This design comes from an exercise in tuning for small area on the open sky130 flow, not from production work. RTL that was checked went through simulation tests only; none was proved equivalent to the original. For run 1, only the layout was checked, not whether the RTL still works. No driver is modelled on the clock port, so clock power and skew are understated where the tree is cut down; a real chip needs a root buffer or a tree. Power is estimated from default activity; no workload was simulated.

## flow/config.mk

```make
export PLATFORM = sky130hd
export DESIGN_NAME = digital_clock
export DESIGN_NICKNAME = digital_clock
export VERILOG_FILES = /design/flow/design.v
export SDC_FILE = /design/flow/constraint.sdc
export NUM_CORES = 4
export LEC_CHECK = 0
export ABC_AREA = 1
export CAP_MARGIN = 20
export CORE_MARGIN = 2
export CORE_UTILIZATION = 40
export SLEW_MARGIN = 20
```

## flow/constraint.sdc

```tcl
create_clock -name core_clock -period 50.0 [get_ports {clk}]
set_input_delay 10.0000 -clock core_clock [delete_from_list [all_inputs] [get_ports {clk}]]
set_output_delay 10.0000 -clock core_clock [all_outputs]
set_load 0.01 [all_outputs]
```

## flow/design.v

```verilog
module seg_dec(d, y);
	input [3:0] d;
	output [7:0] y;
	assign y[7] = (~d[3] & ~d[2] & ~d[1] & d[0]) | (d[2] & ~d[1] & ~d[0]);
	assign y[6] = d[2] & (d[1] ^ d[0]);
	assign y[5] = ~d[2] & d[1] & ~d[0];
	assign y[4] = (~d[3] & ~d[2] & ~d[1] & d[0]) | (d[2] & ~d[1] & ~d[0]) | (d[2] & d[1] & d[0]);
	assign y[3] = d[0] | (d[2] & ~d[1]);
	assign y[2] = (d[1] & d[0]) | (~d[2] & d[1]) | (~d[3] & ~d[2] & d[0]);
	assign y[1] = (~d[3] & ~d[2] & ~d[1]) | (d[2] & d[1] & d[0]);
	assign y[0] = 1'b1;
endmodule
module cnt10(clk, r, e, q, co);
	input clk, r, e;
	output reg [3:0] q;
	output co;
	wire t = e & q[0];
	assign co = t & q[3];
	always @(posedge clk) begin
		q[0] <= ~r & (q[0] ^ e);
		q[1] <= ~r & (t ? ~(q[1] | q[3]) : q[1]);
		q[2] <= ~r & (t ? (q[2] ^ q[1]) : q[2]);
		q[3] <= ~r & (t ? (q[2] & q[1]) : q[3]);
	end
endmodule
module cnt6(clk, r, e, q, co);
	input clk, r, e;
	output reg [2:0] q;
	output co;
	wire t = e & q[0];
	assign co = t & q[2];
	always @(posedge clk) begin
		q[0] <= ~r & (q[0] ^ e);
		q[1] <= ~r & (t ? ~(q[1] | q[2]) : q[1]);
		q[2] <= ~r & (t ? q[1] : q[2]);
	end
endmodule
module digital_clock(clk, rst, tick_sec, tick_scan, select, y);
	input clk, rst, tick_sec, tick_scan;
	output [7:0] select;
	output [7:0] y;
	wire [3:0] s0, m0;
	wire [2:0] s1, m1;
	wire c1, c2, c3, c4;
	cnt10 us(clk, rst, tick_sec, s0, c1);
	cnt6  ts(clk, rst, c1, s1, c2);
	cnt10 um(clk, rst, c2, m0, c3);
	cnt6  tm(clk, rst, c3, m1, c4);
	reg [3:0] h0;
	reg [1:0] h1;
	wire t = c4 & h0[0];
	always @(posedge clk) begin
		h0[0] <= ~rst & (h0[0] ^ c4);
		h0[1] <= ~rst & (t ? ~(h0[1] | h0[3]) : h0[1]);
		h0[2] <= ~rst & (t ? (h0[2] ^ h0[1]) & ~h1[1] : h0[2]);
		h0[3] <= ~rst & (t ? (h0[2] & h0[1]) : h0[3]);
		h1[0] <= ~rst & ((t & h0[3]) ? ~h1[0] : h1[0]);
		h1[1] <= ~rst & (t ? ((h0[3] & h1[0]) | (h1[1] & ~h0[1])) : h1[1]);
	end
	reg [2:0] f;
	wire ft = tick_scan & f[0];
	always @(posedge clk) begin
		f[0] <= ~rst & (f[0] ^ tick_scan);
		f[1] <= ~rst & (ft ? ~(f[1] | f[2]) : f[1]);
		f[2] <= ~rst & (ft ? f[1] : f[2]);
	end
	assign select = {2'b11, ~(f[2] & f[0]), ~(f[2] & ~f[0]),
	                 ~(f[1] & f[0]), ~(f[1] & ~f[0]),
	                 ~(~f[2] & ~f[1] & f[0]), ~(~f[2] & ~f[1] & ~f[0])};
	wire [3:0] d;
	assign d[3] = ~f[0] & (f[2] ? h0[3] : f[1] ? m0[3] : s0[3]);
	assign d[2] = f[0] ? (~f[2] & (f[1] ? m1[2] : s1[2])) : (f[2] ? h0[2] : f[1] ? m0[2] : s0[2]);
	assign d[1] = f[0] ? (f[2] ? h1[1] : f[1] ? m1[1] : s1[1]) : (f[2] ? h0[1] : f[1] ? m0[1] : s0[1]);
	assign d[0] = f[0] ? (f[2] ? h1[0] : f[1] ? m1[0] : s1[0]) : (f[2] ? h0[0] : f[1] ? m0[0] : s0[0]);
	seg_dec u(d, y);
endmodule
```

## flow/flow/run.sh

```bash
#!/bin/bash
# Standard synthesis, then an area re-mapping of its combinational logic
# (flip-flops kept), then the standard layout with buf_1 port buffers.
set -euo pipefail
W=$(pwd)
R=$W/orfs/results/$FLOW_PLATFORM/digital_clock/base
bash standard.sh synth > $W/log_synth.txt 2>&1
cp $R/1_2_yosys.v $W/std_synth.v
export LIB=$FLOW_HOME/platforms/$FLOW_PLATFORM/lib/sky130_fd_sc_hd__tt_025C_1v80.lib
export DONT_USE="$(sed -n '/DONT_USE_CELLS/,/^$/p' $FLOW_HOME/platforms/$FLOW_PLATFORM/config.mk | grep -o 'sky130_fd_sc_hd__[a-z0-9_]*' | tr '\n' ' ')"
export IN_V=$W/std_synth.v OUT_V=$W/resynth.v ABC_SCRIPT=$W/flow/area.abc
yosys -c $W/flow/resynth.tcl > $W/log_resynth.txt 2>&1
cp $W/resynth.v $R/1_2_yosys.v
rm -f $R/1_synth.odb $R/1_synth.sdc
bash standard.sh "BUFFER_PORTS_ARGS=-buffer_cell sky130_fd_sc_hd__buf_1" finish > $W/log_layout.txt 2>&1
```

## flow/flow/area.abc

```
strash
dch -f
amap
```

## flow/flow/resynth.tcl

```tcl
# Re-map the combinational logic of the standard synthesis netlist for area.
# The flip-flops (and tie cells) are kept as they are, with their instance names.
set lib $::env(LIB)
set du {}
foreach c $::env(DONT_USE) { lappend du -dont_use $c }
yosys read_liberty -ignore_miss_func $lib
yosys read_verilog $::env(IN_V)
yosys hierarchy -top $::env(FLOW_TOP)
foreach m {dfxtp_1 dfxtp_2 dfxtp_4 conb_1} {
  catch { yosys setattr -mod -set keep_hierarchy 1 sky130_fd_sc_hd__$m }
}
yosys flatten
yosys opt_clean -purge
yosys abc -liberty $lib {*}$du -script $::env(ABC_SCRIPT)
yosys opt_clean -purge
yosys rename -hide w:*.*
yosys stat -liberty $lib
yosys write_verilog -noattr -selected $::env(OUT_V)
```

## flow/standard.sh

```bash
#!/bin/bash
# synth_recipe.tcl (not shown) runs the flow's synth.tcl, then flattens the netlist and writes it again
# the make line also repeats each setting of config.mk as NAME=value (left out here)
make -C /OpenROAD-flow-scripts/flow DESIGN_CONFIG=/design/flow/config.mk WORK_HOME=/design/flow/orfs CLKGATE_MAP_FILE= SYNTH_SCRIPT=/design/flow/synth_recipe.tcl "${@:-finish}"
```

==> impl_results.md, run 1 <==
- Outcome: aborted with a tool error
- Last stage: netlist read-in after synthesis
- Error: [ERROR STA-0171] /design/flow/orfs/results/sky130hd/digital_clock/base/1_2_yosys.v line 938, syntax error
- Ys Warns: 3
==> run 2: changes to the inputs <==
--- a/flow/design.v
+++ b/flow/design.v
@@ -57,20 +57,20 @@
 		h1[0] <= ~rst & ((t & h0[3]) ? ~h1[0] : h1[0]);
 		h1[1] <= ~rst & (t ? ((h0[3] & h1[0]) | (h1[1] & ~h0[1])) : h1[1]);
 	end
-	reg [2:0] f;
-	wire ft = tick_scan & f[0];
+	reg [2:0] j;
 	always @(posedge clk) begin
-		f[0] <= ~rst & (f[0] ^ tick_scan);
-		f[1] <= ~rst & (ft ? ~(f[1] | f[2]) : f[1]);
-		f[2] <= ~rst & (ft ? f[1] : f[2]);
+		if (rst) j <= 3'b000;
+		else if (tick_scan) j <= {j[1], j[0], ~j[2]};
 	end
-	assign select = {2'b11, ~(f[2] & f[0]), ~(f[2] & ~f[0]),
-	                 ~(f[1] & f[0]), ~(f[1] & ~f[0]),
-	                 ~(~f[2] & ~f[1] & f[0]), ~(~f[2] & ~f[1] & ~f[0])};
+	wire p0 = ~j[0] & ~j[2];
+	wire p1 = j[0] & ~j[1];
+	wire p2 = j[1] & ~j[2];
+	wire p3 = j[2] & j[0];
+	wire p4 = ~j[0] & j[1];
+	wire p5 = j[2] & ~j[1];
+	assign select = {2'b11, ~p5, ~p4, ~p3, ~p2, ~p1, ~p0};
 	wire [3:0] d;
-	assign d[3] = ~f[0] & (f[2] ? h0[3] : f[1] ? m0[3] : s0[3]);
-	assign d[2] = f[0] ? (~f[2] & (f[1] ? m1[2] : s1[2])) : (f[2] ? h0[2] : f[1] ? m0[2] : s0[2]);
-	assign d[1] = f[0] ? (f[2] ? h1[1] : f[1] ? m1[1] : s1[1]) : (f[2] ? h0[1] : f[1] ? m0[1] : s0[1]);
-	assign d[0] = f[0] ? (f[2] ? h1[0] : f[1] ? m1[0] : s1[0]) : (f[2] ? h0[0] : f[1] ? m0[0] : s0[0]);
+	assign d = ({4{p0}} & s0) | ({4{p1}} & {1'b0, s1}) | ({4{p2}} & m0) |
+	           ({4{p3}} & {1'b0, m1}) | ({4{p4}} & h0) | ({4{p5}} & {2'b0, h1});
 	seg_dec u(d, y);
 endmodule
--- a/flow/flow/resynth.tcl
+++ b/flow/flow/resynth.tcl
@@ -14,5 +14,8 @@
 yosys abc -liberty $lib {*}$du -script $::env(ABC_SCRIPT)
 yosys opt_clean -purge
 yosys rename -hide w:*.*
+foreach m {dfxtp_1 dfxtp_2 dfxtp_4 conb_1} {
+  catch { yosys blackbox sky130_fd_sc_hd__$m }
+}
 yosys stat -liberty $lib
 yosys write_verilog -noattr -selected $::env(OUT_V)
--- a/flow/config.mk
+++ b/flow/config.mk
@@ -8,5 +8,5 @@
 export ABC_AREA = 1
 export CAP_MARGIN = 20
 export CORE_MARGIN = 2
-export CORE_UTILIZATION = 40
+export CORE_UTILIZATION = 70
 export SLEW_MARGIN = 20
==> run 2 against run 1 <==
Effect of this change: now clean on timing, DRC and antenna.
==> impl_results.md, run 2 <==
- Fmax: 77.11 MHz
- Mean Syn Cell Area: 7.445 µm²
- Total negative slack: 0 ns
- Cell Int Power: between 0.00002 and 0.000025 W
- Final nets: approximately 170
- Ys Warns: 3 (unchanged)
- Combinational Power Share: between 10% and 20%
- Clock buffer count from CTS: 3
- Inserted Diodes: 0
- Worst Skew: 0.006924 ns
- Share of post-route cells with drive strength above 1: 2.454%
- Kind of critical path: flip-flop to output pin
- First-pass DRT Iterations: 4
- CTS clk-pin slew, worst paths: ~0.12 ns
- RSZ-0062 raised after global routing: no
- Die footprint: 0.001813 mm²
- Required @ worst endpoint: around 40 ns
- Resized Gates After CTS: 0
- Max cap viols: 0
- Startpoint types: flip-flop
- CP endpoint kind: output pin
- Worst vdd ir: 0.02087 mV
- Worst min-delay path class: flip-flop to flip-flop
- Placement Cell Area: between 0.001 and 0.0015 mm²
- Sequential share of power: 61.0%
- CTS Buffer Depth: 2
- Vias per inst: 6.079
- Final setup margin: about 37 ns
- Power Density: roughly 27 mW/mm²
- Relative max-transition margin: 35.21%
- Clock network fraction of total power: 27.9%
- Dpl hpwl: around 1900 µm
- # DRC: 0
- Initial antenna violation count: 0
- Mapped Area: ~0.0010 mm²
- Vias in the first global route: between 900 and 1000
- Syn-to-layout area delta: 11.52%
- Num rows: 13
- H-Tree Depth: 1
- Final setup viols: 0
- CTS tree: yes
- Cts hold-fix bufs: 0
- Final WL: 2368 µm
- DR iter-0 viols: 26
- Post-CTS Setup Repair Bufs: 0
- Antenna Violating Nets Remaining: 0
- Final Cycle Share: 25.94%
- Root Driver: clkbuf_4
- Die extent in y: 42.59 µm
- Chip Width: 42.59 µm
- Biggest regs: h0 (4), um.q (4), us.q (4)
- Worst-path fanout max: 8
- Post-route design area: about 0.0012 mm²
- Initial Util: 77.20%
- Worst slack, placed: 37.46 ns
- Most frequent cells in the layout: clkinv_1, nor2_1, dfxtp_1, buf_1, nand2_1
- Data arrival, critical path: slightly below 3 ns
- CORE AREA: 0.001350 mm²
- DR WL/cell: 13.30 µm
- Via count: 1082
- Synth Instances: 140
- Commonest non-fill, non-tap cell in the layout: clkinv_1
- Hold Fails Final Rpt: 0
- Buffers on Ports: 16
- Tot GR Track Use: 29.01%
- Routability Congestion: approximately 0.9
- Net switching power: roughly 0.000008 W
- Pleak: 0.3941 nW
- Sw Share: 26.51%
- Worst Tran Pin Value: 0.9474 ns
- R2R setup slack: 47.62 ns
- Max-slew violations: 0
- First-pass GRT wire length: a little under 4000 µm
- Io pins: 20
- Outcome: finished clean
- Clock latency (worst-skew pair): between 0.3 and 0.4 ns
- Pin count of the biggest net entering global routing: 18
- Final min period: roughly 13 ns
- Gr ovfl total: 0
- Clock Sinks: 23
## run 2: through the flow
step / hold slack, ns / total power [W] / utilization [%] / cells
2_1_floorplan: 0.4366 / 0.00002147 / - / 142
3_3_place_gp: 0.4517 / 0.00002264 / 84.15 / 174
4_1_cts: 0.4886 / 0.00003099 / 86.10 / 178
3_5_place_dp: 0.4674 / 0.00002279 / 84.15 / 174
6_report: 0.4952 / 0.00003109 / 86.10 / 178
5_1_grt: 0.5057 / 0.00003213 / 86.10 / 178
## run 2: area by class of cell
cell class | instances | area [µm²]
fillers | 84 | 187.7
inverters | 25 | 93.84
multi-input cells | 94 | 495.5
repair buffers | 17 | 67.56
flip-flops and latches | 23 | 460.4
clock buffers | 4 | 26.28
well taps | 15 | 18.77
## run 2: path summary, 6_finish.rpt
path | cells after the start | endpoint | startpoint
worst min-delay path | 2 | tm.q[2]$_DFF_P_ | tm.q[2]$_DFF_P_
worst max register to register | 12 | h1[1]$_DFF_P_ | us.q[0]$_DFF_P_
worst max-delay path | 7 | y[7] | j[0]$_SDFFE_PP0P_
worst min register to register | 2 | tm.q[2]$_DFF_P_ | tm.q[2]$_DFF_P_
## run 2: power groups by stage
stage	combinational (W)	clock, W	sequential (W)
4_1_cts	0.00000343	0.00000861	0.0000189
3_5_place_dp	0.00000343	0	0.0000194
5_1_grt	0.00000385	0.00000926	0.0000190
2_1_floorplan	0.00000220	0	0.0000193
3_3_place_gp	0.00000332	0	0.0000193
6_report	0.00000346	0.00000867	0.0000190
## run 2: worst max-delay path: stages, from the launching register on
cell,delay [ns]
dfxtp_1,0.47
or2_0,0.30
o22ai_1,0.14
a2111oi_0,0.85
clkinv_1,0.33
nor3_1,0.29
or2_0,0.14
buf_1,0.15
## run 2: per-layer routing
| layer | wire length [µm] | GRT usage, % |
|---|---|---|
| met2 | 1018 | 44.62 |
| met1 | 1071 | 35.14 |
| met4 | 78 | 18.75 |
| met5 | 0 | 0 |
| met3 | 200 | 8.190 |
==> run 3: changes to the inputs <==
--- a/flow/config.mk
+++ b/flow/config.mk
@@ -9,4 +9,7 @@
 export CAP_MARGIN = 20
 export CORE_MARGIN = 2
 export CORE_UTILIZATION = 70
+export CTS_BUF_LIST = sky130_fd_sc_hd__clkbuf_8
+export CTS_CLUSTER_DIAMETER = 200
+export CTS_CLUSTER_SIZE = 30
 export SLEW_MARGIN = 20
==> run 3 against run 2 <==
Effect of this change: sequential share of layout area is 0.63 points lower; cell count unchanged; core utilization increased by 1.4 points; clock power is 28% higher; wire length increased by 1.8%; global-route usage rose by 0.36 points; still clean on timing, DRC and antenna; combinational power is essentially flat; setup slack improved by 0.072 ns; sequential cell count stayed put; critical path type unchanged; cell area up 1.6%.
==> impl_results.md, run 3 <==
- Synth Instances: 140 (unchanged)
- Multi-input gate area: 495.5 µm² (unchanged)
- Fmax: 77.54 MHz (+0.56%)
- Final setup viols: 0 (unchanged)
- Required @ worst endpoint: 40.00 ns (about the same)
- Num rows: 13 (unchanged)
- Initial Util: 77.20% (unchanged)
- Layout fillers: 80 (-4.8%)
- Die footprint: 0.001813 mm² (unchanged)
- Worst hold slack: 0.4866 ns (-0.008588 ns)
- Final WL: 2410 µm (+1.8%)
- Core Util, Final: 87.49% (+1.4 points)
- R2R setup slack: 47.56 ns (-0.06 ns)
- Clock Sinks: 23 (unchanged)
- H-Tree Depth: 1 (unchanged)
- HP Start: tm.q[0]$_DFF_P_
- Mapped Area: 0.001042 mm² (unchanged)
- Routability Congestion: 0.8955 (unchanged)
- Tot GR Track Use: 29.36% (+0.36 points)
- Power Density: 28.39 mW/mm² (+6.2%)
- Root Driver: clkbuf_8
- Met2 routed wirelength: 1045 µm (+2.7%)
- Final min period: 12.90 ns (-0.07240 ns)
- Startpoint types: flip-flop
- Most frequent cells in the layout: clkinv_1, nor2_1, dfxtp_1, buf_1, nand2_1
- First-pass DRT Iterations: 4 (unchanged)
- Chip Width: 42.59 µm (unchanged)
- Register-to-Register Path Depth: 12 (unchanged)
- Combinational Power Share: 10.4% (-0.7 points)
- Inserted Diodes: 0 (unchanged)
- Pleak: 0.4060 nW (+3.0%)
- Ys Warns: 3 (unchanged)
- Mean Syn Cell Area: 7.445 µm² (unchanged)
- Pin count of the biggest net entering global routing: 18 (unchanged)
- CTS clk-pin slew, worst paths: 0.08 ns (-0.04 ns)
- DR iter-0 viols: 33 (+27%)
- Io pins: 20 (unchanged)
- Vias in the first global route: 961 (+0.84%)
- Die extent in y: 42.59 µm (unchanged)
- Register area: 460.4 µm² (unchanged)
- Hold Fails Final Rpt: 0 (unchanged)
- Met1 WL: 1065 µm (-0.56%)
- Net switching power: 0.000008346 W (+1.3%)
- Metal3 WL: 201 µm (+0.50%)
- Max layer used: met4
- CORE AREA: 0.001350 mm² (unchanged)
- Worst-path fanout max: 8 (unchanged)
- Via count: 1077 (-0.46%)
- Worst vdd ir: 0.02117 mV (+1.4%)
- Max-slew violations: 0 (unchanged)
- Relative max-transition margin: 35.52% (+0.31 points)
- Total negative slack: 0 ns (unchanged)
- Sequential share of power: 56.5% (-4.5 points)
- Clock buffer count from CTS: 3 (unchanged)
- Post-route design area: 0.001181 mm² (+1.6%)
- RR Startpoint: us.q[0]$_DFF_P_
- First-pass GRT wire length: 3946 µm (+1.2%)
- Gr ovfl total: 0 (unchanged)
- Data arrival, critical path: 2.90 ns (-0.07 ns)
- Reg2reg end: h1[1]$_DFF_P_
- CTS Buffer Depth: 2 (unchanged)
- Post-CTS Setup Repair Bufs: 0 (unchanged)
- Dpl hpwl: 1870 µm (unchanged)
- CP endpoint kind: output pin
- Kind of critical path: flip-flop to output pin
- Vias per inst: 6.051 (-0.46%)
- Worst Tran Pin Value: 0.9428 ns (-0.004553 ns)
- CTS tree: yes
- Biggest regs: h0 (4), um.q (4), us.q (4)
- Resized Gates After CTS: 0 (unchanged)
- Min-Delay Endpoint: tm.q[0]$_DFF_P_
- Buffers on Ports: 16 (unchanged)
- Clock latency (worst-skew pair): 0.26 ns (-0.06 ns)
- Final nets: 168 (unchanged)
- Clock network fraction of total power: 33.2% (+5.3 points)
- Worst min-delay path class: flip-flop to flip-flop
- Initial antenna violation count: 0 (unchanged)
- Antenna Violating Nets Remaining: 0 (unchanged)
- Max cap viols: 0 (unchanged)
- RSZ-0062 raised after global routing: no
- DR WL/cell: 13.54 µm (+1.8%)
- Placement Cell Area: 0.001136 mm² (unchanged)
- Syn-to-layout area delta: 13.33%
- Commonest non-fill, non-tap cell in the layout: clkinv_1
- Outcome: finished clean
- Final Cycle Share: 25.79% (-0.14 points)
- Sw Share: 24.89% (-1.6 points)
- PnR Total Power: 0.00003353 W (+7.9%)
- Cell Int Power: 0.00002519 W (+10%)
- Worst Skew: 0.002479 ns (-0.004445 ns)
- Cells on Worst Hold Path: 1 (-1)
- Share of post-route cells with drive strength above 1: 2.454% (unchanged)
- Cts hold-fix bufs: 0 (unchanged)
- # DRC: 0 (unchanged)
[run 3: area by class of cell]
| cell class | count | area share, % |
|---|---|---|
| tap | 15 | 1.589 |
| timing repair buffer | 17 | 5.720 |
| sequential | 23 | 38.98 |
| clock inverter | 1 | 0.3178 |
| multi-input combinational | 94 | 41.95 |
| inverter | 25 | 7.945 |
| clock buffer | 3 | 3.496 |
[run 3: power groups by stage]
stage	Clock, W	Sequential [W]	Combinational [W]
finish	0.0000111	0.0000189	0.00000348
global route	0.0000119	0.0000190	0.00000385
detailed placement	0	0.0000194	0.00000343
global placement	0	0.0000193	0.00000332
floorplan	0	0.0000193	0.00000220
CTS	0.0000112	0.0000189	0.00000343
[run 3: worst max-delay path by stage]
| stage | from | cells past startpoint | endpoint | slack [ns] |
|---|---|---|---|---|
| 3_5_place_dp | j[0]$_SDFFE_PP0P_ | 7 | y[7] | 37.46 |
| 5_1_grt | j[0]$_SDFFE_PP0P_ | 7 | y[4] | 36.82 |
| 2_1_floorplan | j[0]$_SDFFE_PP0P_ | 7 | y[4] | 37.62 |
| 3_3_place_gp | j[0]$_SDFFE_PP0P_ | 7 | y[7] | 37.63 |
| 4_1_cts | j[0]$_SDFFE_PP0P_ | 7 | y[7] | 37.16 |
| 6_report | j[0]$_SDFFE_PP0P_ | 7 | y[7] | 37.10 |
[run 3: through the flow]
stage          instances  worst slack [ns]
4_1_cts              178             37.16
6_report             178             37.10
2_1_floorplan        142             37.62
5_1_grt              178             36.82
3_5_place_dp         174             37.46
3_3_place_gp         174             37.63
[run 3: per-layer routing]
metal	vias up	global-route usage, %
met3	15	9.483
li1	535	-
met2	54	45.85
met4	0	17.50
met5	-	0
met1	473	34.86
[run 3: critical path: stages, from the launching register on]
cell       delay [ns]
dfxtp_1          0.45
or2_0            0.30
o22ai_1          0.14
a2111oi_0        0.85
clkinv_1         0.32
nor3_1           0.29
or2_0            0.14
buf_1            0.15
==> run 4: changes to the inputs <==
--- a/flow/config.mk
+++ b/flow/config.mk
@@ -7,9 +7,7 @@
 export LEC_CHECK = 0
 export ABC_AREA = 1
 export CAP_MARGIN = 20
-export CORE_MARGIN = 2
-export CORE_UTILIZATION = 70
+export CORE_AREA = 2 2 68 68
 export CTS_BUF_LIST = sky130_fd_sc_hd__clkbuf_8
-export CTS_CLUSTER_DIAMETER = 200
-export CTS_CLUSTER_SIZE = 30
+export DIE_AREA = 0 0 70 70
 export SLEW_MARGIN = 20
==> run 4 against run 3 <==
Effect of this change: core utilization shrank 59 points; register-to-register slack better by 0.11 ns; count of clock-buffer cells in the layout unchanged; setup slack improved by 0.045 ns; fmax up 0.35%; first-iteration DRC count is 97% higher; still clean.
==> impl_results.md, run 4 <==
- Die extent in y: 70 µm (+64%)
- Final setup margin: 37.15 ns (+0.04550 ns)
- Worst min-delay path class: flip-flop to flip-flop
- CTS tree: yes
- Max-slew violations: 0 (unchanged)
- Die footprint: 0.004900 mm² (+170%)
- Reg2reg end: h1[1]$_DFF_P_
- Post-CTS Setup Repair Bufs: 0 (unchanged)
- First-pass DRT Iterations: 4 (unchanged)
- CORE AREA: 0.004264 mm² (+220%)
- Register-to-Register Path Depth: 12 (unchanged)
- Ys Warns: 3 (unchanged)
- Vias in the first global route: 855 (-11%)
- Tot GR Track Use: 9.672% (-20 points)
- Worst Tran Pin Value: 0.8968 ns (-0.04604 ns)
- HP Start: tm.q[2]$_DFF_P_
- Inserted Diodes: 0 (unchanged)
- DR WL/cell: 11.17 µm (-17%)
- CTS Buffer Depth: 2 (unchanged)
- Startpoint types: flip-flop
- Syn-to-layout area delta: 17.89%
- Power Density: 27.58 mW/mm² (-2.9%)
- Final Cycle Share: 25.70% (-0.091 points)
- First-pass GRT wire length: 3788 µm (-4.0%)
- Data arrival, critical path: 2.85 ns (-0.05 ns)
- Cts hold-fix bufs: 0 (unchanged)
- RSZ-0062 raised after global routing: no
- DR iter-0 viols: 65 (+97%)
- Num rows: 24 (+11)
- Layout fillers: 479 (+500%)
- Kind of critical path: flip-flop to output pin
- Buffers on Ports: 16 (unchanged)
- Pleak: 0.4046 nW (-0.35%)
- Min-Delay Endpoint: tm.q[2]$_DFF_P_
- Outcome: finished clean
- Pin count of the biggest net entering global routing: 18 (unchanged)
- Share of post-route cells with drive strength above 1: 3.067% (+0.61 points)
- Required @ worst endpoint: 40.00 ns (about the same)
- Relative max-transition margin: 38.67% (+3.1 points)
- Worst vdd ir: 0.007906 mV (-63%)
- Chip Width: 70 µm (+64%)
- Clock buffer count from CTS: 3 (unchanged)
- Initial antenna violation count: 0 (unchanged)
- Final min period: 12.85 ns (-0.04550 ns)
- Worst Skew: 0.004730 ns (+0.002251 ns)
- Synth Instances: 140 (unchanged)
- Routability Congestion: 0.8015 (-10%)
- CTS clk-pin slew, worst paths: 0.08 ns (about the same)
- Dpl hpwl: 1859 µm (-0.63%)
- Commonest non-fill, non-tap cell in the layout: clkinv_1
- Worst slack, placed: 37.48 ns (+0.01890 ns)
- Clock Sinks: 23 (unchanged)
- # DRC: 0 (unchanged)
- CP endpoint kind: output pin
- Mean Syn Cell Area: 7.445 µm² (unchanged)
- Final setup viols: 0 (unchanged)
- Io pins: 20 (unchanged)
- Initial Util: 24.44% (-53 points)
- Resized Gates After CTS: 0 (unchanged)
- Most frequent cells in the layout: clkinv_1, nor2_1, dfxtp_1, buf_1, nand2_1
- Final WL: 2402 µm (-0.33%)
- Via count: 1019 (-5.4%)
- Gr ovfl total: 0 (unchanged)
- Hold Fails Final Rpt: 0 (unchanged)
- Biggest regs: h0 (4), um.q (4), us.q (4)
- R2R setup slack: 47.67 ns (+0.11 ns)
- Mapped Area: 0.001042 mm² (unchanged)
- Max cap viols: 0 (unchanged)
- Cells on Worst Hold Path: 2 (+1)
- Root Driver: clkbuf_8
- Final nets: 168 (unchanged)
- Fmax: 77.82 MHz (+0.35%)
- Clock latency (worst-skew pair): 0.26 ns (about the same)
- Antenna Violating Nets Remaining: 0 (unchanged)
- Vias per inst: 4.740 (-22%)
- H-Tree Depth: 1 (unchanged)
- RR Startpoint: us.q[0]$_DFF_P_
- Total negative slack: 0 ns (unchanged)
- Worst-path fanout max: 8 (unchanged)
## run 4: cell type report
type	instances	area, µm²	area share, %
clock buffer	3	41.29	3.360
timing repair buffer	17	67.56	5.499
tap	52	65.06	5.295
sequential	23	460.4	37.47
multi-input combinational	94	495.5	40.33
clock inverter	1	5.005	0.4073
inverter	25	93.84	7.637
## run 4: how the worst max path moves through the flow
stage / endpoint / cells after the start / slack [ns] / start
detailed placement: y[7] / 7 / 37.48 / j[0]$_SDFFE_PP0P_
CTS: y[7] / 7 / 37.18 / j[0]$_SDFFE_PP0P_
global route: y[7] / 7 / 36.82 / j[0]$_SDFFE_PP0P_
floorplan: y[4] / 7 / 37.62 / j[0]$_SDFFE_PP0P_
global placement: y[7] / 7 / 37.46 / j[0]$_SDFFE_PP0P_
finish: y[7] / 7 / 37.15 / j[0]$_SDFFE_PP0P_
## run 4: per-layer routing
layer / wire [µm] / global-route usage (%) / up-vias
li1: - / - / 530
met1: 1218 / 13.62 / 458
met2: 1024 / 14.29 / 27
met3: 141 / 2.309 / 4
met4: 18 / 3.632 / 0
met5: 0 / 0 / -
## run 4: power by group
| part | leakage (nW) | internal [W] | switching (W) | total (W) |
|---|---|---|---|---|
| sequential | 0.186 | 0.0000186 | 0.000000324 | 0.0000189 |
| clock | 0.0255 | 0.00000556 | 0.00000592 | 0.0000115 |
| combinational | 0.193 | 0.00000110 | 0.00000239 | 0.00000349 |
## run 4: worst max-delay path: stages (launching register included)
cell and delay, ns:
dfxtp_1 0.44, or2_0 0.33, o22ai_1 0.15, a2111oi_0 0.81, clkinv_1 0.32, nor3_1 0.27
or2_0 0.13, buf_1 0.14
## run 4: through the flow
stage	cells	util [%]	hold WS, ns	area, µm²	power (W)
6_report	215	28.81	0.4710	1229	0.00003388
5_1_grt	215	28.81	0.5134	1229	0.00003559
4_1_cts	215	28.81	0.4737	1229	0.00003439
3_5_place_dp	211	27.73	0.4578	1182	0.00002283
3_3_place_gp	211	27.73	0.4605	1182	0.00002285
2_1_floorplan	142	-	0.4366	1050	0.00002147
==> run 5: changes to the inputs <==
--- a/flow/config.mk
+++ b/flow/config.mk
@@ -8,6 +8,5 @@
 export ABC_AREA = 1
 export CAP_MARGIN = 20
 export CORE_AREA = 2 2 68 68
-export CTS_BUF_LIST = sky130_fd_sc_hd__clkbuf_8
 export DIE_AREA = 0 0 70 70
 export SLEW_MARGIN = 20
==> run 5 against run 4 <==
Effect of this change: global-route usage is the same; non-clock buffer count is the same; cell count is the same; count of clock-buffer cells in the layout is the same; sequential power is essentially flat; clock skew is the same; fmax is the same; cell area is the same; wire length is the same; synthesized cell count is the same; sequential share of layout area is the same; highest routed layer unchanged.
==> impl_results.md, run 5 <==
- Root Driver: clkbuf_8
- Cell chain of the critical path: or2_0 > o22ai_1 > a2111oi_0 > clkinv_1 > nor3_1 > or2_0 > buf_1
- Worst Tran Pin Value: 0.8968 ns (unchanged)
- Num rows: 24 (unchanged)
- CTS Buffer Depth: 2 (unchanged)
- HP Start: tm.q[2]$_DFF_P_
- Delay-heaviest family, CP: compound AO/OA/AOI/OAI gates
- Max cap viols: 0 (unchanged)
- Sequential share of power: 55.8% (about the same)
- CORE AREA: 0.004264 mm² (unchanged)
- Final setup viols: 0 (unchanged)
- Post-Layout Cell Count: 215 (unchanged)
- Mapped Area: 0.001042 mm² (unchanged)
- Reg2reg end: h1[1]$_DFF_P_
- RR Startpoint: us.q[0]$_DFF_P_
- Gr ovfl total: 0 (unchanged)
- CP endpoint kind: output pin
- Most frequent cells in the layout: clkinv_1, nor2_1, dfxtp_1, buf_1, nand2_1
- Pleak: 0.4046 nW (unchanged)
- Resized Gates After CTS: 0 (unchanged)
- Biggest regs: h0 (4), um.q (4), us.q (4)
- Die extent in y: 70 µm (unchanged)
- Cts hold-fix bufs: 0 (unchanged)
- DR WL/cell: 11.17 µm (unchanged)
- Initial antenna violation count: 0 (unchanged)
- Startpoint types: flip-flop
- Net switching power: 0.000008628 W (unchanged)
- Final Cycle Share: 25.70% (unchanged)
- Power Density: 27.58 mW/mm² (unchanged)
- Relative max-transition margin: 38.67% (unchanged)
- Inserted Diodes: 0 (unchanged)
- Register area: 460.4 µm² (unchanged)
- Commonest non-fill, non-tap cell in the layout: clkinv_1
- Routability Congestion: 0.8015 (unchanged)
- # DRC: 0 (unchanged)
- Buffers on Ports: 16 (unchanged)
- Initial Util: 24.44% (unchanged)
- Pin count of the biggest net entering global routing: 18 (unchanged)
- Io pins: 20 (unchanged)
- Post-placement cell count: 211 (unchanged)
- Outcome: finished clean
- Worst Skew: 0.004730 ns (unchanged)
- Top cell by count, worst path: or2_0
- Crit path buffers/inverters: 2 (unchanged)
- Worst-path fanout max: 8 (unchanged)
- CTS tree: yes
- Clock Sinks: 23 (unchanged)
- Via count: 1019 (unchanged)
- RSZ-0062 raised after global routing: no
- R2R setup slack: 47.67 ns (about the same)
- Fmax: 77.82 MHz (unchanged)
- Share of post-route cells with drive strength above 1: 3.067% (unchanged)
- Sw Share: 25.46% (unchanged)
- Tot GR Track Use: 9.672% (unchanged)
- Chip Width: 70 µm (unchanged)
- Total negative slack: 0 ns (unchanged)
- Layout fillers: 479 (unchanged)
- H-Tree Depth: 1 (unchanged)
- Syn-to-layout area delta: 17.89% (unchanged)
- Cell Int Power: 0.00002526 W (unchanged)
- Worst vdd ir: 0.007906 mV (unchanged)
- Dpl hpwl: 1859 µm (unchanged)
- Final WL: 2402 µm (unchanged)
- Vias per inst: 4.740 (unchanged)
- Hold Fails Final Rpt: 0 (unchanged)
- DR iter-0 viols: 65 (unchanged)
- Antenna Violating Nets Remaining: 0 (unchanged)
- First-pass GRT wire length: 3788 µm (unchanged)
- Mean Syn Cell Area: 7.445 µm² (unchanged)
- Max-slew violations: 0 (unchanged)
- Cells on Worst Hold Path: 2 (unchanged)
- Clock latency (worst-skew pair): 0.26 ns (about the same)
- Worst-path cell with the longest stage delay: a2111oi_0
- Data arrival, critical path: 2.85 ns (about the same)
- Worst min-delay path class: flip-flop to flip-flop
- Clock buffer count from CTS: 3 (unchanged)
- Final nets: 168 (unchanged)
- Multi-input gate area: 495.5 µm² (unchanged)
- PnR Total Power: 0.00003388 W (unchanged)
- Combinational Power Share: 10.3% (about the same)
- CTS clk-pin slew, worst paths: 0.08 ns (about the same)
- Die footprint: 0.004900 mm² (unchanged)
- CP peak stage delay: 0.81 ns (about the same)
- Ys Warns: 3 (unchanged)
- Min-Delay Endpoint: tm.q[2]$_DFF_P_
- Vias in the first global route: 855 (unchanged)
- Post-CTS Setup Repair Bufs: 0 (unchanged)
- Synth Instances: 140 (unchanged)
- Register-to-Register Path Depth: 12 (unchanged)
- Clock network fraction of total power: 33.9% (about the same)
- First-pass DRT Iterations: 4 (unchanged)
- Final min period: 12.85 ns (unchanged)
- Required @ worst endpoint: 40.00 ns (about the same)
- Kind of critical path: flip-flop to output pin
-- run 5: cell counts in the layout (fill, tap and decap cells not counted) --
No cell type changed its count.
-- run 5: layer usage --
layer,up-vias,part of all wire [%],global-route usage [%]
met5,-,0,0
met4,0,0.75,3.632
li1,530,-,-
met3,4,5.9,2.309
met1,458,51,13.62
met2,27,43,14.29
-- run 5: power groups by stage --
| stage | clock, W | combinational [W] | sequential [W] |
|---|---|---|---|
| 3_3_place_gp | 0 | 0.00000350 | 0.0000193 |
| 3_5_place_dp | 0 | 0.00000349 | 0.0000193 |
| 6_report | 0.0000115 | 0.00000349 | 0.0000189 |
| 5_1_grt | 0.0000127 | 0.00000388 | 0.0000190 |
| 4_1_cts | 0.0000120 | 0.00000349 | 0.0000189 |
| 2_1_floorplan | 0 | 0.00000220 | 0.0000193 |
-- run 5: stage by stage --
stage / hold WS [ns] / utilization (%) / instance area, µm² / setup WS, ns
after floorplan: 0.4366 / - / 1050 / 37.62
after global placement: 0.4605 / 27.73 / 1182 / 37.46
after detailed placement: 0.4578 / 27.73 / 1182 / 37.48
after CTS: 0.4737 / 28.81 / 1229 / 37.18
after global routing: 0.5134 / 28.81 / 1229 / 36.82
final: 0.4710 / 28.81 / 1229 / 37.15
-- run 5: cell type report --
cell class                      count  area share (%)
Sequential cell                    23           37.47
Clock inverter                      1          0.4073
Tap cell                           52           5.295
Multi-Input combinational cell     94           40.33
Inverter                           25           7.637
Clock buffer                        3           3.360
Timing Repair Buffer               17           5.499
-- run 5: worst max-delay path by stage --
stage / depth (start not counted) / slack, ns / endpoint / from
3_5_place_dp: 7 / 37.48 / y[7] / j[0]$_SDFFE_PP0P_
4_1_cts: 7 / 37.18 / y[7] / j[0]$_SDFFE_PP0P_
2_1_floorplan: 7 / 37.62 / y[4] / j[0]$_SDFFE_PP0P_
5_1_grt: 7 / 36.82 / y[7] / j[0]$_SDFFE_PP0P_
6_report: 7 / 37.15 / y[7] / j[0]$_SDFFE_PP0P_
3_3_place_gp: 7 / 37.46 / y[7] / j[0]$_SDFFE_PP0P_
-- run 5: tightest hold or removal path: stages, from the launching register on --
cell and delay, ns:
dfxtp_1 0.31, clkinv_1 0.06, a211oi_1 0.06
==> run 6: changes to the inputs <==
==> flow/flow/run.sh (replaced) <==
#!/bin/bash
# Standard synthesis, then an area re-mapping of its combinational logic
# (flip-flops kept), then the standard layout with buf_1 port buffers, one tie
# cell, and the clock tree collapsed into one buffer.
set -euo pipefail
W=$(pwd)
R=$W/orfs/results/$FLOW_PLATFORM/digital_clock/base
bash standard.sh synth > $W/log_synth.txt 2>&1
cp $R/1_2_yosys.v $W/std_synth.v
export LIB=$FLOW_HOME/platforms/$FLOW_PLATFORM/lib/sky130_fd_sc_hd__tt_025C_1v80.lib
export DONT_USE="$(sed -n '/DONT_USE_CELLS/,/^$/p' $FLOW_HOME/platforms/$FLOW_PLATFORM/config.mk | grep -o 'sky130_fd_sc_hd__[a-z0-9_]*' | tr '\n' ' ')"
export IN_V=$W/std_synth.v OUT_V=$W/resynth.v ABC_DIR=$W/flow/abc
yosys -c $W/flow/resynth.tcl > $W/log_resynth.txt 2>&1
cp $W/resynth.v $R/1_2_yosys.v
rm -f $R/1_synth.odb $R/1_synth.sdc
MK=("BUFFER_PORTS_ARGS=-buffer_cell sky130_fd_sc_hd__buf_1" "SKIP_REPAIR_TIE_FANOUT=1")
bash standard.sh "${MK[@]}" cts > $W/log_layout.txt 2>&1
cp $R/4_cts.odb $W/cts_orig.odb
ODB_IN=$W/cts_orig.odb ODB_OUT=$R/4_cts.odb CLOCK_BUF=sky130_fd_sc_hd__clkbuf_16 \
  openroad -no_init -exit $W/flow/clock_fix.tcl > $W/log_clock_fix.txt 2>&1
touch $R/4_cts.sdc
bash standard.sh "${MK[@]}" finish > $W/log_layout2.txt 2>&1
==> flow/flow/abc/x1.abc (new file) <==
strash
dch -f
amap
==> flow/flow/abc/x2.abc (new file) <==
strash
balance
rewrite
refactor
balance
rewrite
rewrite -z
balance
refactor -z
rewrite -z
balance
dch -f
amap
==> flow/flow/abc/x3.abc (new file) <==
strash
dc2
dch -f
amap
==> flow/flow/abc/x4.abc (new file) <==
strash
ifraig
dc2
balance
dch -f
amap
==> flow/flow/abc/x8.abc (new file) <==
strash
dch -f
amap
topo
strash
dch -f
amap
==> flow/flow/clock_fix.tcl (new file) <==
# Collapse the clock tree that CTS built (a root buffer feeding two leaf buffers,
# plus a dummy load) into a single buffer that drives every flip-flop.
# All flip-flops then hang on the same net: no skew between them.
read_db $::env(ODB_IN)
set db [ord::get_db]
set block [ord::get_db_block]
set root [$block findInst clkbuf_0_clk]
set rootnet [[$root findITerm X] getNet]
foreach inst [$block getInsts] {
  set name [$inst getName]
  set m [[$inst getMaster] getName]
  if {[string match clkload* $name]} {
    puts "remove dummy load $name ($m)"
    foreach it [$inst getITerms] { $it disconnect }
    odb::dbInst_destroy $inst
  }
}
foreach inst [$block getInsts] {
  set name [$inst getName]
  if {$inst != $root && [string match clkbuf_* $name]} {
    set out [[$inst findITerm X] getNet]
    puts "remove leaf buffer $name ([[$inst getMaster] getName]), moving its loads to [$rootnet getName]"
    foreach it [$out getITerms] {
      if {[$it getInst] != $inst} {
        $it disconnect
        $it connect $rootnet
      }
    }
    foreach it [$inst getITerms] { $it disconnect }
    odb::dbInst_destroy $inst
    odb::dbNet_destroy $out
  }
}
$root swapMaster [$db findMaster $::env(CLOCK_BUF)]
set n 0
foreach it [$rootnet getITerms] { incr n }
puts "clock net [$rootnet getName] now has $n pins; root is $::env(CLOCK_BUF)"
detailed_placement
check_placement
write_db $::env(ODB_OUT)
==> flow/flow/resynth.tcl (replaced) <==
# Re-map the combinational logic of the standard synthesis netlist for area.
# The flip-flops (and tie cells) are kept as they are, with their instance names.
# Several ABC scripts are tried, twice over (the second round starts from the
# first round's best netlist); the smallest result is written.
set lib $::env(LIB)
set du {}
foreach c $::env(DONT_USE) { lappend du -dont_use $c }
set keep {dfxtp_1 dfxtp_2 dfxtp_4 conb_1}
yosys read_liberty -ignore_miss_func $lib
yosys read_verilog $::env(IN_V)
yosys hierarchy -top $::env(FLOW_TOP)
foreach m $keep {
  catch { yosys setattr -mod -set keep_hierarchy 1 sky130_fd_sc_hd__$m }
}
yosys flatten
yosys opt_clean -purge

proc area {} {
  global lib
  set f $::env(OUT_V).stat
  yosys tee -q -o $f stat -liberty $lib
  set fh [open $f]; set t [read $fh]; close $fh
  regexp {Chip area for module '\\[^']*': ([0-9.]+)} $t -> a
  return $a
}

yosys design -save best
set best 1e9
foreach round {1 2} {
  yosys design -save start
  foreach s [lsort [glob $::env(ABC_DIR)/*.abc]] {
    yosys design -load start
    yosys abc -liberty $lib {*}$du -script $s
    yosys opt_clean -purge
    set a [area]
    puts "round $round [file tail $s]: $a"
    if {$a < $best} { set best $a; yosys design -save best }
  }
  yosys design -load best
}
puts "best area: $best"
yosys rename -hide w:*.*
foreach m $keep {
  catch { yosys blackbox sky130_fd_sc_hd__$m }
}
yosys stat -liberty $lib
yosys write_verilog -noattr -selected $::env(OUT_V)
removed: flow/flow/area.abc
==> run 6 against run 5 <==
Effect of this change: clock power fell by 28%; core utilization down 1.5 points; count of clock-buffer cells in the layout is 2 lower; setup slack improved by 0.69 ns; worst hold slack gained 0.015 ns; global-route usage rose by 1.4 points; register-to-register slack gained 0.24 ns; non-clock buffer count decreased by 1; sequential power about the same; cell area decreased by 5.2%; clock skew increased by 0.00068 ns; synthesized cell count fell by 6.4%; highest routed layer unchanged.
==> impl_results.md, run 6 <==
- Worst min-delay path class: flip-flop to flip-flop
- DR iter-0 viols: 91 (+40%)
- Initial antenna violation count: 0 (unchanged)
- Synth Instances: 131 (-6.4%)
- Startpoint types: flip-flop
- Commonest non-fill, non-tap cell in the layout: dfxtp_1
- CORE AREA: 0.004264 mm² (unchanged)
- Pin count of the biggest net entering global routing: 24 (+6)
- Total negative slack: 0 ns (unchanged)
- Vias in the first global route: 840 (-1.8%)
- Chip Width: 70 µm (unchanged)
- Layout fillers: 471 (-1.7%)
- Power Density: 26.02 mW/mm² (-5.6%)
- Post-Layout Cell Count: 200 (-7.0%)
- Sw Share: 23.59% (-1.9 points)
- Buffers on Ports: 16 (unchanged)
- Vias per inst: 4.805 (+1.4%)
- Final nets: 154 (-8.3%)
- Clock latency (worst-skew pair): 0.15 ns (-0.11 ns)
- Ys Warns: 3 (unchanged)
- Final setup viols: 0 (unchanged)
- Max-slew violations: 0 (unchanged)
- Antenna Violating Nets Remaining: 0 (unchanged)
- Outcome: finished clean
- Die extent in y: 70 µm (unchanged)
- DR WL/cell: 11.59 µm (+3.7%)
- Multi-input gate area: 471.7 µm² (-4.8%)
- Mapped Area: 0.001015 mm² (-2.6%)
- Kind of critical path: flip-flop to output pin
- First-pass GRT wire length: 3760 µm (-0.74%)
- Cts hold-fix bufs: 0 (unchanged)
- CTS clk-pin slew, worst paths: 0.09 ns (about the same)
- Dpl hpwl: 1789 µm (-3.8%)
- Post-CTS Setup Repair Bufs: 0 (unchanged)
- Inserted Diodes: 0 (unchanged)
- Initial Util: 23.80% (-0.65 points)
- Syn-to-layout area delta: 14.80%
- Net switching power: 0.000007151 W (-17%)
- Gr ovfl total: 0 (unchanged)
- Via count: 961 (-5.7%)
- Resized Gates After CTS: 0 (unchanged)
- Die footprint: 0.004900 mm² (unchanged)
- Mean Syn Cell Area: 7.746 µm² (+4.0%)
- Post-route design area: 0.001165 mm² (-5.2%)
- Worst Tran Pin Value: 0.6925 ns (-0.2043 ns)
- Cell Int Power: 0.00002316 W (-8.3%)
- Worst Skew: 0.005409 ns (+0.0006798 ns)
- Final Cycle Share: 24.32% (-1.4 points)
- Max cap viols: 0 (unchanged)
- First-pass DRT Iterations: 7 (+3)
- Worst-path fanout max: 7 (-1)
- Required @ worst endpoint: 40.00 ns (about the same)
- Pleak: 0.3627 nW (-10%)
- Post-placement cell count: 199 (-5.7%)
- Num rows: 24 (unchanged)
- Combinational Power Share: 10.2% (about the same)
- Relative max-transition margin: 53.83% (+15 points)
- # DRC: 0 (unchanged)
- Hold Fails Final Rpt: 0 (unchanged)
- Biggest regs: h0 (4), um.q (4), us.q (4)
- Worst vdd ir: 0.01514 mV (+92%)
- Register area: 460.4 µm² (unchanged)
- Data arrival, critical path: 2.16 ns (-0.69 ns)
- Fmax: 82.23 MHz (+5.7%)
- Clock Sinks: 23 (unchanged)
- Final WL: 2318 µm (-3.5%)
- Most frequent cells in the layout: dfxtp_1, clkinv_1, nor2_1, buf_1, nand2_1
- Placement Cell Area: 0.001140 mm² (-3.6%)
- Worst hold slack: 0.4860 ns (+0.01498 ns)
- Io pins: 20 (unchanged)
- CP endpoint kind: output pin
- Final min period: 12.16 ns (-0.6901 ns)
- Routability Congestion: 0.8036 (+0.26%)
- RSZ-0062 raised after global routing: no
- Tot GR Track Use: 11.06% (+1.4 points)
- Sequential share of power: 62.4% (+6.6 points)
- Share of post-route cells with drive strength above 1: 0.6757% (-2.4 points)
- Clock network fraction of total power: 27.4% (-6.5 points)
[run 6: final timing paths]
kind / cells after the start / start / slack [ns] / endpoint
worst max-delay path: 8 / j[2]$_SDFFE_PP0P_ / 37.84 / y[4]
worst min-delay path: 2 / h0[1]$_DFF_P_ / 0.49 / h0[1]$_DFF_P_
worst max register to register: 10 / us.q[0]$_DFF_P_ / 47.91 / h0[3]$_DFF_P_
worst min register to register: 2 / h0[1]$_DFF_P_ / 0.49 / h0[1]$_DFF_P_
[run 6: worst max-delay path, cell delays in order, from the launching register on]
cell and delay (ns):
dfxtp_1 0.44, nor2_1 0.14, nand2_1 0.09, o221ai_1 0.11, a221oi_1 0.54, o21ai_0 0.23, o21a_1 0.15, or2_0 0.19
buf_1 0.13
[run 6: through the flow]
stage          setup WS (ns)  total power, W  util (%)
3_5_place_dp           38.03      0.00002243     26.73
5_1_grt                37.58      0.00003178     27.32
4_1_cts                37.74      0.00003366     27.79
3_3_place_gp           38.06      0.00002244     26.73
2_1_floorplan          38.14      0.00002121         -
6_report               37.84      0.00003031     27.32
[run 6: power groups by stage]
stage               clock network (W)   logic [W]  registers, W
floorplan                           0  0.00000196     0.0000193
global placement                    0  0.00000311     0.0000193
detailed placement                  0  0.00000309     0.0000193
CTS                         0.0000116  0.00000311     0.0000189
global route               0.00000929  0.00000351     0.0000190
finish                     0.00000832  0.00000308     0.0000189
[run 6: routing by layer]
layer  GRT usage (%)  up-vias  wire [µm]
met5               0        -          0
met4           3.205        0         37
met3           2.597        4        167
met2           17.04       34       1008
met1           15.41      419       1105
li1                -      504          -
[run 6: final cells by class]
| type | instances | area share, % |
|---|---|---|
| Multi-Input combinational cell | 86 | 40.49 |
| Sequential cell | 23 | 39.53 |
| Inverter | 22 | 7.089 |
| Tap cell | 52 | 5.585 |
| Timing Repair Buffer | 16 | 5.156 |
| Clock buffer | 1 | 2.148 |
==> run 7: changes to the inputs <==
==> flow/flow/run.sh (replaced) <==
#!/bin/bash
# The standard flow's synthesis with an area-oriented ABC mapping (flow/synth.tcl; the
# registers are the standard synthesis's), then the standard layout with buf_1
# port buffers, one tie cell, and the clock tree collapsed into one buffer.
set -euo pipefail
W=$(pwd)
R=$W/orfs/results/$FLOW_PLATFORM/digital_clock/base
export FLOW_SYNTH_TCL=$W/synth_recipe.tcl MY_ABC_DIR=$W/flow/abc
MK=("SYNTH_SCRIPT=$W/flow/synth.tcl" "BUFFER_PORTS_ARGS=-buffer_cell sky130_fd_sc_hd__buf_1" "SKIP_REPAIR_TIE_FANOUT=1")
bash standard.sh "${MK[@]}" cts > $W/log_layout.txt 2>&1
cp $R/4_cts.odb $W/cts_orig.odb
ODB_IN=$W/cts_orig.odb ODB_OUT=$R/4_cts.odb CLOCK_BUF=sky130_fd_sc_hd__clkbuf_16 \
  openroad -no_init -exit $W/flow/clock_fix.tcl > $W/log_clock_fix.txt 2>&1
touch $R/4_cts.sdc
bash standard.sh "${MK[@]}" finish > $W/log_layout2.txt 2>&1
==> flow/flow/synth.tcl (new file) <==
# The standard flow's synthesis script (synth_recipe.tcl: ORFS synthesis without the fsm and
# share passes, flattened, function nets renamed) with changes to the
# combinational mapping only: no half/full-adder extraction, no buffers on
# outputs tied to a constant (one tie cell drives them), and the ABC
# mapping is run with several area scripts, keeping the smallest result.
# Registers are mapped exactly as in the standard synthesis and keep its names.
proc extract_fa {args} { puts "extract_fa skipped" }
proc insbuf {args} { puts "insbuf skipped" }
proc abc {args} {
  set i [lsearch -exact $args -script]
  if {$i < 0} { yosys abc {*}$args; return }
  set lib [lindex $::env(LIB_FILES) 0]
  yosys design -save pre_abc
  set best 1e9
  foreach s [lsort [glob $::env(MY_ABC_DIR)/*.abc]] {
    yosys design -load pre_abc
    yosys abc {*}[lreplace $args [expr {$i + 1}] [expr {$i + 1}] $s]
    yosys opt_clean -purge
    set f $::env(OBJECTS_DIR)/abc_try.stat
    yosys tee -q -o $f stat -liberty $lib
    set fh [open $f]; set t [read $fh]; close $fh
    regexp {Chip area for module '\\[^']*': ([0-9.]+)} $t -> a
    puts "abc script [file tail $s]: area $a"
    if {$a < $best} { set best $a; yosys design -save best_abc }
  }
  yosys design -load best_abc
  puts "abc best area: $best"
}
source $::env(FLOW_SYNTH_TCL)
removed: flow/flow/resynth.tcl
==> run 7 against run 6 <==
Effect of this change: count of clock-buffer cells in the layout unchanged; first-iteration DRC count increased by 68%; via count increased by 1.0%; core utilization unchanged; largest power group unchanged; cell area unchanged; clock power increased by 2%; synthesized area decreased by 0.74%.
==> impl_results.md, run 7 <==
- Resized Gates After CTS: 0 (unchanged)
- Top cell by count, worst path: o21ai_0
- Pleak: 0.3551 nW (-2.1%)
- Power Density: 26.49 mW/mm² (+1.8%)
- Share of the synthesized area in the top cell type: 45.71%
- Placement Cell Area: 0.001140 mm² (unchanged)
- Gr ovfl total: 0 (unchanged)
- Tot GR Track Use: 10.76% (-0.29 points)
- HP Start: um.q[3]$_DFF_P_
- Required @ worst endpoint: 40.00 ns (about the same)
- Fmax: 80.59 MHz (-2.0%)
- Data arrival, critical path: 2.41 ns (+0.25 ns)
- Most common cell in the netlist: nor2_1
- Antenna Violating Nets Remaining: 0 (unchanged)
- Worst-path cell with the longest stage delay: a31oi_1
- Commonest non-fill, non-tap cell in the layout: nor2_1
- Share of post-route cells with drive strength above 1: 1.325% (+0.65 points)
- # DRC: 0 (unchanged)
- Post-route design area: 0.001165 mm² (unchanged)
- Worst vdd ir: 0.01525 mV (+0.73%)
- Routability Congestion: 0.8016 (-0.25%)
- Synth area leaders: dfxtp_1, nor2_1, clkinv_1, a221oi_1, o21ai_0
- Num rows: 24 (unchanged)
- Total negative slack: 0 ns (unchanged)
- Combinational Power Share: 11.3% (+1.1 points)
- Yosys top cell by area: dfxtp_1
- DR WL/cell: 11.24 µm (-3.1%)
- Outcome: finished clean
- Dpl hpwl: 1751 µm (-2.1%)
- Via count: 971 (+1.0%)
- Final Cycle Share: 24.82% (+0.50 points)
- Startpoint types: flip-flop
- Ys Warns: 3 (unchanged)
- CP peak stage delay: 0.39 ns (-0.15 ns)
- Worst slack, placed: 37.80 ns (-0.2356 ns)
- Final setup viols: 0 (unchanged)
- Worst Skew: 0.004189 ns (-0.001221 ns)
- CP endpoint kind: output pin
- Synth Instances: 133 (+1.5%)
- Sequential share of power: 61.3% (-1.1 points)
- Clock latency (worst-skew pair): 0.15 ns (about the same)
- Net switching power: 0.000007511 W (+5.0%)
- Post-CTS Setup Repair Bufs: 0 (unchanged)
- First-pass GRT wire length: 3753 µm (-0.19%)
- Final WL: 2281 µm (-1.6%)
- PnR Total Power: 0.00003086 W (+1.8%)
- Initial Util: 23.62% (-0.18 points)
- Mapped Area: 0.001007 mm² (-0.74%)
- Max-slew violations: 0 (unchanged)
- Most frequent cells in the layout: nor2_1, clkinv_1, dfxtp_1, buf_1, nand2_1
- Cts hold-fix bufs: 0 (unchanged)
- Io pins: 20 (unchanged)
- Pin count of the biggest net entering global routing: 24 (unchanged)
- Mean Syn Cell Area: 7.573 µm² (-2.2%)
- Max cap viols: 0 (unchanged)
- Chip Width: 70 µm (unchanged)
- Prevailing post-synth register cell: dfxtp_1
- Final setup margin: 37.59 ns (-0.2484 ns)
- Sw Share: 24.34% (+0.75 points)
- Buffers on Ports: 16 (unchanged)
- Crit path launch: j[1]$_SDFFE_PP0P_
- Vias per inst: 4.783 (-0.45%)
- Inserted Diodes: 0 (unchanged)
- Share of the yosys chip area belonging to registers: approximately 46%
- Hold Fails Final Rpt: 0 (unchanged)
- FFs w/ async S/R, synth: 0%
- Die footprint: 0.004900 mm² (unchanged)
- Clock Sinks: 23 (unchanged)
- Delay-heaviest family, CP: compound AO/OA/AOI/OAI gates
- Post-synth top cells: nor2_1, clkinv_1, dfxtp_1, nand2_1, o21ai_0
- CTS clk-pin slew, worst paths: 0.09 ns (about the same)
- Worst-path fanout max: 8 (+1)
- Synth cell types: 19
- Vias in the first global route: 824 (-1.9%)
- Die extent in y: 70 µm (unchanged)
- Cell Int Power: 0.00002334 W (+0.80%)
- CORE AREA: 0.004264 mm² (unchanged)
- Biggest regs: h0 (4), um.q (4), us.q (4)
- Crit path buffers/inverters: 2 (+1)
- Clock network fraction of total power: 27.4% (about the same)
- Syn-to-layout area delta: 15.65%
- EDFF count, synth: 0
- Kind of critical path: flip-flop to output pin
- Final nets: 157 (+1.9%)
- First-pass DRT Iterations: 7 (unchanged)
- Core Util, Final: 27.32% (unchanged)
- RR Startpoint: us.q[0]$_DFF_P_
- RSZ-0062 raised after global routing: no
- Final min period: 12.41 ns (+0.2484 ns)
- Synthesized flop and latch total: 23
- Cell chain of the critical path: clkinv_1 > a32o_1 > a221oi_1 > o21ai_0 > a31oi_1 > o21ai_0 > o21a_1 > or2_0 > buf_1
- Worst min-delay path class: flip-flop to flip-flop
- Initial antenna violation count: 0 (unchanged)
- DR iter-0 viols: 153 (+68%)
[run 7: final timing paths]
kind / end / slack [ns] / cells past startpoint
worst min-delay path: um.q[3]$_DFF_P_ / 0.47 / 2
worst min register to register: um.q[3]$_DFF_P_ / 0.47 / 2
worst max-delay path: y[4] / 37.59 / 9
worst max register to register: h1[1]$_DFF_P_ / 47.73 / 11
[run 7: area by class of cell]
type                       count  area, µm²
sequential                    23      460.4
timing repair buffer          17      67.56
multi-input combinational     87      460.4
inverter                      23      86.33
clock buffer                   1      25.02
fill                         460       3099
tap                           52      65.06
[run 7: per-layer routing]
metal | up-vias | GRT usage, % | wire length (µm)
met5 | - | 0 | 0
met4 | 0 | 1.923 | 23
met3 | 2 | 0.4329 | 120
met2 | 26 | 18.20 | 1043
met1 | 437 | 15.43 | 1092
li1 | 506 | - | -
[run 7: cells by family after synthesis]
group,share of synthesized area (%)
compound gates,27.45
buf+inv,8.571
simple gates,17.89
other cells,0.3723
flops,45.71
[run 7: through the flow]
| step | instances | hold WS (ns) |
|---|---|---|
| floorplan | 133 | 0.4343 |
| global placement | 202 | 0.4508 |
| detailed placement | 202 | 0.4571 |
| CTS | 206 | 0.4696 |
| global route | 203 | 0.5005 |
| finish | 203 | 0.4689 |
[run 7: worst reg2reg max path, cell delays in order, from the launching register on]
cell and delay [ns]:
dfxtp_1 0.37, nand2_1 0.13, nor2_1 0.19, nand2_1 0.14, nor2_1 0.17, nand2_1 0.15, nor2_1 0.19, nand2_1 0.14
nor2_1 0.18, nand2_1 0.16, o21ai_0 0.24, o22ai_1 0.09
[run 7: power by group through the flow]
stage	sequential (W)	clock, W	combinational (W)
floorplan	0.0000192	0	0.00000219
global placement	0.0000193	0	0.00000345
detailed placement	0.0000193	0	0.00000349
CTS	0.0000189	0.0000118	0.00000351
global route	0.0000190	0.00000932	0.00000393
finish	0.0000189	0.00000846	0.00000349
==> run 8: changes to the inputs <==
--- a/flow/config.mk
+++ b/flow/config.mk
@@ -9,4 +9,6 @@
 export CAP_MARGIN = 20
 export CORE_AREA = 2 2 68 68
 export DIE_AREA = 0 0 70 70
+export GPL_TIMING_DRIVEN = 0
+export PLACE_DENSITY = 0.4
 export SLEW_MARGIN = 20
==> run 8 against run 7 <==
Effect of this change: die area is the same; synthesized area unchanged; sequential cell count stayed put; power increased by 0.15%; cell count is 0.49% lower; register-to-register slack lost 0.07 ns; largest power group unchanged.
==> impl_results.md, run 8 <==
- Outcome: finished clean
- Share of post-route cells with drive strength above 1: 0.6667% (-0.66 points)
- Final nets: 156 (-0.64%)
- R2R setup slack: 47.66 ns (-0.07 ns)
- Startpoint types: flip-flop
- Num rows: 24 (unchanged)
- Power Density: 26.70 mW/mm² (+0.80%)
- Worst Tran Pin Value: 0.9925 ns
- HP Start: um.q[3]$_DFF_P_
- Clock latency (worst-skew pair): 0.15 ns (about the same)
- Min-Delay Endpoint: um.q[3]$_DFF_P_
- Via count: 968 (-0.31%)
- Final WL: 2419 µm (+6.0%)
- Clock Sinks: 23 (unchanged)
- Synthesized flop and latch total: 23 (unchanged)
- FFs w/ async S/R, synth: 0% (unchanged)
- Fmax: 80.46 MHz (-0.16%)
- Worst-path fanout max: 8 (unchanged)
- EDFF count, synth: 0 (unchanged)
- DR iter-0 viols: 90 (-41%)
- Cts hold-fix bufs: 0 (unchanged)
- Max cap viols: 0 (unchanged)
- Total negative slack: 0 ns (unchanged)
- Post-placement cell count: 201 (-0.50%)
- Worst hold slack: 0.4749 ns (+0.006014 ns)
- Resized Gates After CTS: 0 (unchanged)
- Antenna Violating Nets Remaining: 0 (unchanged)
- Vias per inst: 4.792 (+0.18%)
- Io pins: 20 (unchanged)
- Buffers on Ports: 16 (unchanged)
- # DRC: 0 (unchanged)
- Synth cell types: 19 (unchanged)
- Sequential share of power: 61.2% (about the same)
- Clock network fraction of total power: 27.6% (+0.2 points)
- Commonest non-fill, non-tap cell in the layout: nor2_1
- Max-slew violations: 0 (unchanged)
- Initial Util: 23.62% (unchanged)
- Initial antenna violation count: 0 (unchanged)
- Die extent in y: 70 µm (unchanged)
- Biggest regs: h0 (4), um.q (4), us.q (4)
- Post-synth top cells: nor2_1, clkinv_1, dfxtp_1, nand2_1, o21ai_0
- Post-Layout Cell Count: 202 (-0.49%)
- Required @ worst endpoint: 40.00 ns (about the same)
- CP peak stage delay: 0.40 ns (about the same)
- Net switching power: 0.000007605 W (+1.2%)
- Worst vdd ir: 0.01462 mV (-4.2%)
- DR WL/cell: 11.98 µm (+6.6%)
- Sw Share: 24.61% (+0.27 points)
- Core Util, Final: 27.14% (-0.18 points)
- Worst min-delay path class: flip-flop to flip-flop
- Cells on Worst Hold Path: 2 (unchanged)
- Post-CTS Setup Repair Bufs: 0 (unchanged)
- Worst-path cell with the longest stage delay: a31oi_1
- Final setup viols: 0 (unchanged)
- First-pass GRT wire length: 3988 µm (+6.3%)
- Ys Warns: 3 (unchanged)
- Vias in the first global route: 840 (+1.9%)
- Routability Congestion: 0.7691 (-4.1%)
- Worst Skew: 0.001964 ns (-0.002225 ns)
- Most frequent cells in the layout: nor2_1, clkinv_1, dfxtp_1, buf_1, nand2_1
- Gr ovfl total: 0 (unchanged)
- Synth area leaders: dfxtp_1, nor2_1, clkinv_1, a221oi_1, o21ai_0
- Pin count of the biggest net entering global routing: 24 (unchanged)
- Inserted Diodes: 0 (unchanged)
- Crit path buffers/inverters: 3 (+1)
- Hold Fails Final Rpt: 0 (unchanged)
- CP endpoint kind: output pin
- Share of the synthesized area in the top cell type: 45.71% (unchanged)
- Mapped Area: 0.001007 mm² (unchanged)
- Final Cycle Share: 24.86% (+0.040 points)
- Most common cell in the netlist: nor2_1
- Dpl hpwl: 1882 µm (+7.5%)
- Relative max-transition margin: 33.84%
- Crit path launch: j[1]$_SDFFE_PP0P_
- Cell Int Power: 0.00002330 W (-0.21%)
- RR Startpoint: us.q[0]$_DFF_P_
- Mean Syn Cell Area: 7.573 µm² (unchanged)
- Pleak: 0.3503 nW (-1.4%)
- Share of the yosys chip area belonging to registers: 45.71% (unchanged)
- Register-to-Register Path Depth: 11 (unchanged)
- Yosys top cell by area: dfxtp_1
- PnR Total Power: 0.00003090 W (+0.15%)
- Die footprint: 0.004900 mm² (unchanged)
- Delay-heaviest family, CP: compound AO/OA/AOI/OAI gates
- First-pass DRT Iterations: 6 (-1)
- Tot GR Track Use: 12.01% (+1.2 points)
- Syn-to-layout area delta: 14.91%
- Synth Instances: 133 (unchanged)
- CTS clk-pin slew, worst paths: 0.09 ns (about the same)
- Data arrival, critical path: 2.43 ns (+0.02 ns)
- Reg2reg end: h1[1]$_DFF_P_
- Final min period: 12.43 ns (+0.01990 ns)
- RSZ-0062 raised after global routing: no
- Cell chain of the critical path: clkinv_1 > a32o_1 > a221oi_1 > o21ai_0 > a31oi_1 > clkinv_1 > a221oi_1 > buf_1
- CORE AREA: 0.004264 mm² (unchanged)
- Combinational Power Share: 11.2% (about the same)
- Prevailing post-synth register cell: dfxtp_1
- Kind of critical path: flip-flop to output pin
- Chip Width: 70 µm (unchanged)
## run 8: cell types whose count changed in the layout (fill, tap and decap cells not counted)
| cell | delta |
|---|---|
| buf_4 | -1 |
## run 8: worst reg2reg max path: stages, from the launching register on
cell and delay (ns):
dfxtp_1 0.37, nand2_1 0.12, nor2_1 0.18, nand2_1 0.14
nor2_1 0.17, nand2_1 0.15, nor2_1 0.18, nand2_1 0.14
nor2_1 0.19, nand2_1 0.17, o21ai_0 0.28, o22ai_1 0.11
## run 8: cells by family (layout without fill, tap and decap cells)
| kind of cell | after synthesis | count (layout) | synth area share (%) |
|---|---|---|---|
| flops | 23 | 23 | 45.71 |
| buf+inv | 23 | 40 | 8.571 |
| other cells | 1 | 1 | 0.3723 |
| compound gates | 41 | 41 | 27.45 |
| simple gates | 45 | 45 | 17.89 |
## run 8: cell type report
cell class / instances / area, µm²
clock buffer: 1 / 25.02
fill: 479 / 3107
inverter: 23 / 86.33
multi-input combinational: 87 / 460.4
sequential: 23 / 460.4
tap: 52 / 65.06
timing repair buffer: 16 / 60.06
## run 8: layer usage
layer	track usage [%]	wire length, µm	vias up	share of wire [%]
met5	0	0	-	0
met4	1.923	17	0	0.70
met3	2.597	144	2	6.0
met2	18.20	1051	22	43
met1	17.76	1207	441	50
li1	-	-	503	-
## run 8: worst max path at each step
stage / to / slack [ns] / cells after the start
global route: y[4] / 37.34 / 9
CTS: y[4] / 37.43 / 9
global placement: y[4] / 37.80 / 9
floorplan: y[4] / 37.96 / 8
finish: y[6] / 37.57 / 8
detailed placement: y[4] / 37.75 / 9
## run 8: power groups by stage
stage / Sequential, W / Clock [W] / Combinational (W)
2_1_floorplan: 0.0000192 / 0 / 0.00000219
3_3_place_gp: 0.0000193 / 0 / 0.00000344
3_5_place_dp: 0.0000193 / 0 / 0.00000349
4_1_cts: 0.0000189 / 0.0000124 / 0.00000350
5_1_grt: 0.0000190 / 0.00000982 / 0.00000387
6_report: 0.0000189 / 0.00000854 / 0.00000346
## run 8: through the flow
step / worst slack, ns / area (µm²)
6_report: 37.57 / 1157
5_1_grt: 37.34 / 1157
4_1_cts: 37.43 / 1181
3_5_place_dp: 37.75 / 1132
3_3_place_gp: 37.80 / 1132
2_1_floorplan: 37.96 / 1007

==> separate check: timing with driven ports <==
Ports are ideal in the flow. The routed layouts listed here were re-timed in OpenROAD.
Step 1 sets driving cells, clkbuf_16 on the clock port and buf_2 on the other inputs (assumed; they add their load-dependent delay and slew).
Step 2 times the ports against the registers' clock, not the clock port: input delays grow and output delays shrink by t, the midpoint of the rising clock arrivals with the driver on.
Slacks: ideal ports / drivers / drivers and shift; pairs: ideal ports / drivers.
| run | shift t [ns] | setup WS [ns] | hold slack, ns | worst register clock-pin slew, ns | worst slew at a driven data input, ns |
|---|---|---|---|---|---|
| run 2 | 0.333 | 37.031 / 37.013 / 37.346 | 0.495 / 0.495 / 0.495 | 0.12 / 0.12 | 0.03 |
| run 3 | 0.286 | 37.104 / 37.080 / 37.366 | 0.487 / 0.487 / 0.487 | 0.08 / 0.08 | 0.03 |
| run 4 | 0.284 | 37.149 / 37.125 / 37.409 | 0.471 / 0.471 / 0.471 | 0.08 / 0.08 | 0.03 |
| run 5 | 0.284 | 37.149 / 37.125 / 37.409 | 0.471 / 0.471 / 0.471 | 0.08 / 0.08 | 0.03 |
| run 6 | 0.182 | 37.839 / 37.808 / 37.991 | 0.486 / 0.486 / 0.486 | 0.09 / 0.09 | 0.03 |
| run 7 | 0.180 | 37.591 / 37.563 / 37.744 | 0.469 / 0.469 / 0.469 | 0.09 / 0.09 | 0.03 |
| run 8 | 0.184 | 37.571 / 37.541 / 37.725 | 0.475 / 0.475 / 0.475 | 0.09 / 0.09 | 0.03 |
After both steps setup and hold are still met in every run listed.
